From an optimization exercise on the open Yosys and OpenROAD flow, aimed at small area, a short achievable clock period and few clock cycles per item; shortcuts taken in it are not production practice.
Where RTL was checked, it was by simulation tests only, not by an equivalence proof against the original.
Power figures rest on the tool's default switching activity, not on a simulated workload.

## ebpc_encoder
module ebpc_encoder
  (
   input logic               clk_i,
   input logic               rst_ni,
   input logic [DATA_W-1:0]  data_i,
   input logic               last_i,
   input logic               vld_i,
   output logic              rdy_o,
   output logic              idle_o,
   output logic [DATA_W-1:0] znz_data_o,
   output logic              znz_last_o,
   output logic              znz_vld_o,
   input logic               znz_rdy_i,
   output logic [DATA_W-1:0] bpc_data_o,
   output logic              bpc_last_o,
   output logic              bpc_vld_o,
   input logic               bpc_rdy_i,
   output logic              blk_done_o
   );
Size in the first run: roughly 1200 cells after synthesis, roughly 0.013 sq mm of cells after synthesis.
Settings: LEC_CHECK=0, CAP_MARGIN=20, CORE_MARGIN=2, CORE_UTILIZATION=55, CTS_CLUSTER_DIAMETER=100, CTS_CLUSTER_SIZE=25, PLACE_DENSITY=0.7, SLEW_MARGIN=20; clock period 12.0 ns.
standard.sh (not shown) runs the stock make flow with config.mk's settings and CLKGATE_MAP_FILE= SYNTH_SCRIPT=/design/flow/synth_recipe.tcl, a recipe that flattens the netlist after the stock synthesis.
==> flow/flow/run.sh <==
#!/bin/bash
# Standard layout, with repair_timing asked for extra setup slack against
# the design's own constraints (same SDC, same clock period).
cp standard.sh standard_copy.sh.txt 2>/dev/null
export SETUP_SLACK_MARGIN=8.6
export CTS_ARGS="-sink_clustering_enable -repair_clock_nets -sink_clustering_size 25 -sink_clustering_max_diameter 100 -dont_use_dummy_load -distance_between_buffers 2000 -branching_point_buffers_distance 2000"
bash standard.sh > standard_flow.log 2>&1
The starting point produced a clean layout.
Testbench counts at the start, summed over its fixed seeds: cycles 28,903, words 28,155.
==> next run, changes <==
==> flow/flow/run.sh (replaced) <==
#!/bin/bash
# Standard layout, with repair_timing asked for extra setup slack against
# the design's own constraints (same SDC, same clock period).
cp standard.sh standard_copy.sh.txt 2>/dev/null
export SETUP_SLACK_MARGIN=8.6
export CTS_ARGS="-sink_clustering_enable -repair_clock_nets -sink_clustering_size 25 -sink_clustering_max_diameter 100 -dont_use_dummy_load"
bash standard.sh > standard_flow.log 2>&1
Settings changed: ABC_AREA set to 1, CORE_UTILIZATION 55 to 65, PLACE_DENSITY 0.7 to 0.8.
The changed run finished clean.
Total power came out higher by 0.92%.
Worst setup slack is better by 0.051 ns.
Cell count goes up by 5.8%.
Design area goes down by 2.0%.
Core utilization goes up by 11 points.
Non-clock buffer count rose by 4.
Worst hold slack improved by 0.0047 ns.
Register-to-register slack improved by 0.02 ns.
Via count went up by 4.0%.
==> next run, changes <==
==> flow/flow/run.sh (replaced) <==
#!/bin/bash
# Standard layout, with repair_timing asked for extra setup slack against
# the design's own constraints (same SDC, same clock period).
cp standard.sh standard_copy.sh.txt 2>/dev/null
export SETUP_SLACK_MARGIN=8.4
bash standard.sh > standard_flow.log 2>&1
Settings changed: CORE_UTILIZATION 65 to 55, PLACE_DENSITY 0.8 to 0.7.
Register-to-register slack is worse by 0.09 ns.
Clock power is higher by roughly a tenth.
Synthesized cell count stays the same.
Setup slack is worse by 0.15 ns.
Non-clock buffer count is lower by 9.
Hold slack is worse by 0.0035 ns.
Cell count is higher slightly.
==> next run, changes <==
--- a/flow/flow/run.sh
+++ b/flow/flow/run.sh
@@ -4,3 +4,3 @@
 cp standard.sh standard_copy.sh.txt 2>/dev/null
-export SETUP_SLACK_MARGIN=8.4
+export SETUP_SLACK_MARGIN=8.6
 bash standard.sh > standard_flow.log 2>&1
Settings changed: ABC_AREA 1 to unset.
Design area increases by 2.3%.
Register-to-register slack gets better by 0.06 ns.
First-iteration DRC count increases by 13%.
Hold slack hardly moves.
Sequential power hardly moves.
Combinational power hardly moves.
Routed wire length increases by 3.0%.
Core utilization decreases by 0.47 points.
Non-clock buffer count increases by 3.
Die area increases by 2.2%.

* * *

== main ==
ebpc_encoder, a different RTL version from the one above (not shown whole).
For scale: roughly 1200 cells after synthesis, ~270 flip-flops, roughly 13000 um^2 of cells after synthesis.
==> flow/config.mk <==
export PLATFORM = sky130hd
export DESIGN_NAME = ebpc_encoder
export DESIGN_NICKNAME = ebpc_encoder
export VERILOG_FILES = /design/flow/design.v
export SDC_FILE = /design/flow/constraint.sdc
export NUM_CORES = 4
export LEC_CHECK = 0
export CAP_MARGIN = 20
export CORE_MARGIN = 2
export CORE_UTILIZATION = 40
export PLACE_DENSITY = 0.6
export SLEW_MARGIN = 20
==> flow/constraint.sdc <==
create_clock -name core_clock -period 12.0 [get_ports {clk_i}]
set_input_delay 2.4000 -clock core_clock [delete_from_list [all_inputs] [get_ports {clk_i}]]
set_output_delay 2.4000 -clock core_clock [all_outputs]
set_load 0.01 [all_outputs]
==> flow/flow/run.sh <==
#!/bin/bash
# Standard layout, with repair_timing asked for extra setup slack against
# the design's own constraints (same SDC, same clock period).
cp standard.sh standard_copy.sh.txt 2>/dev/null
export SETUP_SLACK_MARGIN=8.3
bash standard.sh > standard_flow.log 2>&1
[inputs] the feature branch vs main
==> flow/flow/run.sh <==
#!/bin/bash
# Standard layout, with repair_timing asked for extra setup slack against
# the design's own constraints (same SDC, same clock period).
cp standard.sh standard_copy.sh.txt 2>/dev/null
export SETUP_SLACK_MARGIN=8.6
bash standard.sh > standard_flow.log 2>&1
## What came out
- In summary, the feature branch completed successfully, with a layout that passed the timing, design-rule and antenna checks.
- Every stage of the flow completed for main, and the final layout passed the timing, design-rule and antenna checks.
- Compared the feature branch vs main, and worst setup slack is up in the feature branch.
- | total power | higher: the feature branch |
- Between main and the feature branch, the difference in post-route worst hold slack is negligible.
- Of main and the feature branch, the feature branch shows the lower time the worst path needs with I/O delays and setup, with main above it.
No functional check of the RTL was part of any run of this note.

* * *

Setup of xenon:
ebpc_encoder, a different RTL version from the one above (not shown whole).
Size in the first run: roughly 1,300 cells after synthesis, ~37 I/O pins, ~0.013 mm² of cells after synthesis.
clock: 12.0 ns
lec_check: 0
cap_margin: 20
core_margin: 2
core_utilization: 55
cts_cluster_diameter: 100
cts_cluster_size: 25
place_density: 0.7
slew_margin: 20
==> flow/flow/run.sh <==
#!/bin/bash
# Standard layout, with repair_timing asked for extra setup slack against
# the design's own constraints (same SDC, same clock period).
cp standard.sh standard_copy.sh.txt 2>/dev/null
export SETUP_SLACK_MARGIN=8.45
bash standard.sh > standard_flow.log 2>&1
xenon: PASS, flow complete, no timing, DRC or antenna violations
Edits applied to the flow inputs when going from xenon to lagoon:
-- flow/flow/run.sh --
<<< xenon, line 4
cp standard.sh standard_copy.sh.txt 2>/dev/null
export SETUP_SLACK_MARGIN=8.45
bash standard.sh > standard_flow.log 2>&1
>>> lagoon, line 4
cp standard.sh standard_copy.sh.txt 2>/dev/null
export SETUP_SLACK_MARGIN=8.6
export CTS_ARGS="-sink_clustering_enable -repair_clock_nets -sink_clustering_size 25 -sink_clustering_max_diameter 100 -dont_use_dummy_load -distance_between_buffers 2000 -branching_point_buffers_distance 2000"
bash standard.sh > standard_flow.log 2>&1
Summary of lagoon over xenon: synthesis-to-finish area growth level, placement row count level, register share of the cell area level, design area level.
In terms of core utilization, xenon and lagoon differ only marginally.
Power consumed by combinational cells of lagoon exceeds that of xenon slightly.
Status: post-layout total power parity (xenon, lagoon)
Looking at lagoon and xenon, the power density normalized to cell area is a wash.
A capturing instance or port of the critical path of znz_data_o[2] is what xenon shows, while znz_last_o belongs to lagoon.
In the flow results for lagoon and xenon, the via count of the first global-routing pass is smaller on xenon.
Function was not checked in any run of this note: the RTL went through the layout flow alone.

* * *

run 1:
ebpc_encoder, a different RTL version from the one above (not shown whole).
For scale: roughly 280 flip-flops, about 37 I/O pins.
Settings: LEC_CHECK=0, CAP_MARGIN=20, CORE_MARGIN=2, CORE_UTILIZATION=40, CTS_BUF_LIST=sky130_fd_sc_hd__clkbuf_4 sky130_fd_sc_hd__clkbuf_8, PLACE_DENSITY=0.6, SLEW_MARGIN=20; clock period 12.0 ns.
==> flow/flow/run.sh <==
#!/bin/bash
# Standard layout, with repair_timing asked for extra setup slack against
# the design's own constraints (same SDC, same clock period).
cp standard.sh standard_copy.sh.txt 2>/dev/null
export SETUP_SLACK_MARGIN=8.6
bash standard.sh > standard_flow.log 2>&1
Testbench counts of run 1, summed over its fixed seeds: cycles 29,247, words 28,155.
### run 1 -> run 2
# run 1
export LEC_CHECK = 0
export CAP_MARGIN = 20
export CORE_MARGIN = 2
export CORE_UTILIZATION = 40
export CTS_BUF_LIST = sky130_fd_sc_hd__clkbuf_4 sky130_fd_sc_hd__clkbuf_8
export PLACE_DENSITY = 0.6
export SLEW_MARGIN = 20
create_clock -name core_clock -period 12.0 [get_ports {clk_i}]
# run 2
export LEC_CHECK = 0
export CAP_MARGIN = 20
export CORE_MARGIN = 2
export CORE_UTILIZATION = 40
export PLACE_DENSITY = 0.6
export SLEW_MARGIN = 20
create_clock -name core_clock -period 12.0 [get_ports {clk_i}]
--- outcome ---
Comparing run 2 against run 1, there is no change at all in die boundary width. Cell count (run 2 vs. run 1) decreases slightly. Run 2 and run 1 ended up with roughly the same routing usage on met1. Run 1 → run 2: post-CTS setup repair buffer count higher; total power of the final layout higher; share of power burned in registers dropped 0.7 points.

* * *

lane 1:
ebpc_encoder with an RTL version that a note above also has.
Size: about 1200 cells after synthesis, about 37 I/O pins, about 13000 µm² of cells after synthesis.
clock: 12.0 ns
lec_check: 0
cap_margin: 20
core_margin: 2
core_utilization: 55
cts_cluster_diameter: 100
cts_cluster_size: 25
gpl_routability_driven: 0
place_density: 0.7
slew_margin: 20
Scripts as last shown in full above: flow/flow/run.sh
In summary, lane 1 completed successfully, with a layout that passed the timing, design-rule and antenna checks.
Testbench counts of lane 1, summed over its fixed seeds: cycles 28,903, words 28,155.
Input-level comparison between lane 2 and lane 1:
- an added ABC_AREA of 1
- a deleted GPL_ROUTABILITY_DRIVEN that had been 0
--- a/flow/flow/run.sh
+++ b/flow/flow/run.sh
@@ -5,0 +6 @@
+export CTS_ARGS="-sink_clustering_enable -repair_clock_nets -sink_clustering_size 25 -sink_clustering_max_diameter 100 -dont_use_dummy_load"
Findings:
- Taking lane 1 as the reference, in lane 2 met1 usage in global routing essentially unchanged, final area decreased 2.3%.
- Against lane 1, lane 2 comes in 1 higher on non-clock buffer count.
- Lane 2 went all the way through the flow, and no timing, DRC or antenna check failed.
Modified inputs, lane 3 compared to lane 2
--- a/flow/flow/run.sh
+++ b/flow/flow/run.sh
@@ -5,2 +5 @@
-export SETUP_SLACK_MARGIN=8.6
-export CTS_ARGS="-sink_clustering_enable -repair_clock_nets -sink_clustering_size 25 -sink_clustering_max_diameter 100 -dont_use_dummy_load"
+export SETUP_SLACK_MARGIN=8.8
==> notes.md <==
- There was hardly any difference in highest clock rate between lane 2 and lane 3.
- Measured against each other, lane 2 and lane 3 differ in sequential portion of the cell area, the higher figure coming from lane 2.
- The power of lane 3 is higher than that of lane 2.
### lane 3 -> lane 4
- ABC_AREA no longer set, was 1
--- a/flow/flow/run.sh
+++ b/flow/flow/run.sh
@@ -5 +5,2 @@
-export SETUP_SLACK_MARGIN=8.8
+export SETUP_SLACK_MARGIN=8.6
+export CTS_ARGS="-sink_clustering_enable -repair_clock_nets -sink_clustering_size 25 -sink_clustering_max_diameter 100 -dont_use_dummy_load -sink_clustering_levels 1"
--- outcome ---
[compare] base=lane 3 new=lane 4: met1 wire length climbed 6.8%, combined flip-flop and latch cell area barely changed, wire length of the first global-routing pass climbed 0.38%, worst setup slack dropped 24 ps. Compared with lane 3, lane 4 instantiates a smaller number of standard cells. Summary — gate count of the mapped netlist, lane 4 relative to lane 3: lower, by 113. Per the comparison of lane 4 with lane 3, initial core utilization decreased by 0.45 points relative to the old numbers; cell area after synthesis now sits higher.

static timing again, ports no longer ideal:
Ports are ideal in the flow. The routed layouts listed here were re-timed in OpenROAD. Step 1 assumes that a clkbuf_16 drives the clock port and a buf_2 every other input. Step 2 times the ports against the registers' clock, not the clock port: input delays grow and output delays shrink by t, the midpoint of the rising clock arrivals with the driver on. a / b / c = ideal ports / drivers / drivers and shift; a / b = the first two.
run	shift t [ns]	setup WS [ns]	slew at the worst register clock pin (ns)
the first run of note 1	0.534	8.525 / 8.477 / 8.170	0.10 / 0.10
the second run of note 1	0.518	8.575 / 8.530 / 8.187	0.10 / 0.10
the third run of note 1	0.538	8.429 / 8.382 / 8.117	0.10 / 0.10
the fourth run of note 1	0.544	8.532 / 8.484 / 8.161	0.10 / 0.10
main	0.591	8.361 / 8.314 / 7.933	0.06 / 0.06
the feature branch	0.598	8.496 / 8.451 / 8.040	0.06 / 0.06
xenon	0.525	8.489 / 8.443 / 7.993	0.10 / 0.10
lagoon	0.524	8.591 / 8.545 / 8.157	0.10 / 0.10
run 1	0.610	8.463 / 8.415 / 8.050	0.07 / 0.07
run 2	0.543	8.542 / 8.493 / 8.130	0.06 / 0.06
lane 1	0.544	8.532 / 8.484 / 8.161	0.10 / 0.10
lane 2	0.522	8.545 / 8.498 / 8.216	0.10 / 0.10
lane 3	0.542	8.549 / 8.500 / 8.360	0.10 / 0.10
lane 4	0.534	8.525 / 8.477 / 8.170	0.10 / 0.10
After both steps every run listed still meets setup and hold. For xenon, which loses most, drivers alone change the setup slack by -0.046 ns; drivers and shift together by -0.496 ns.
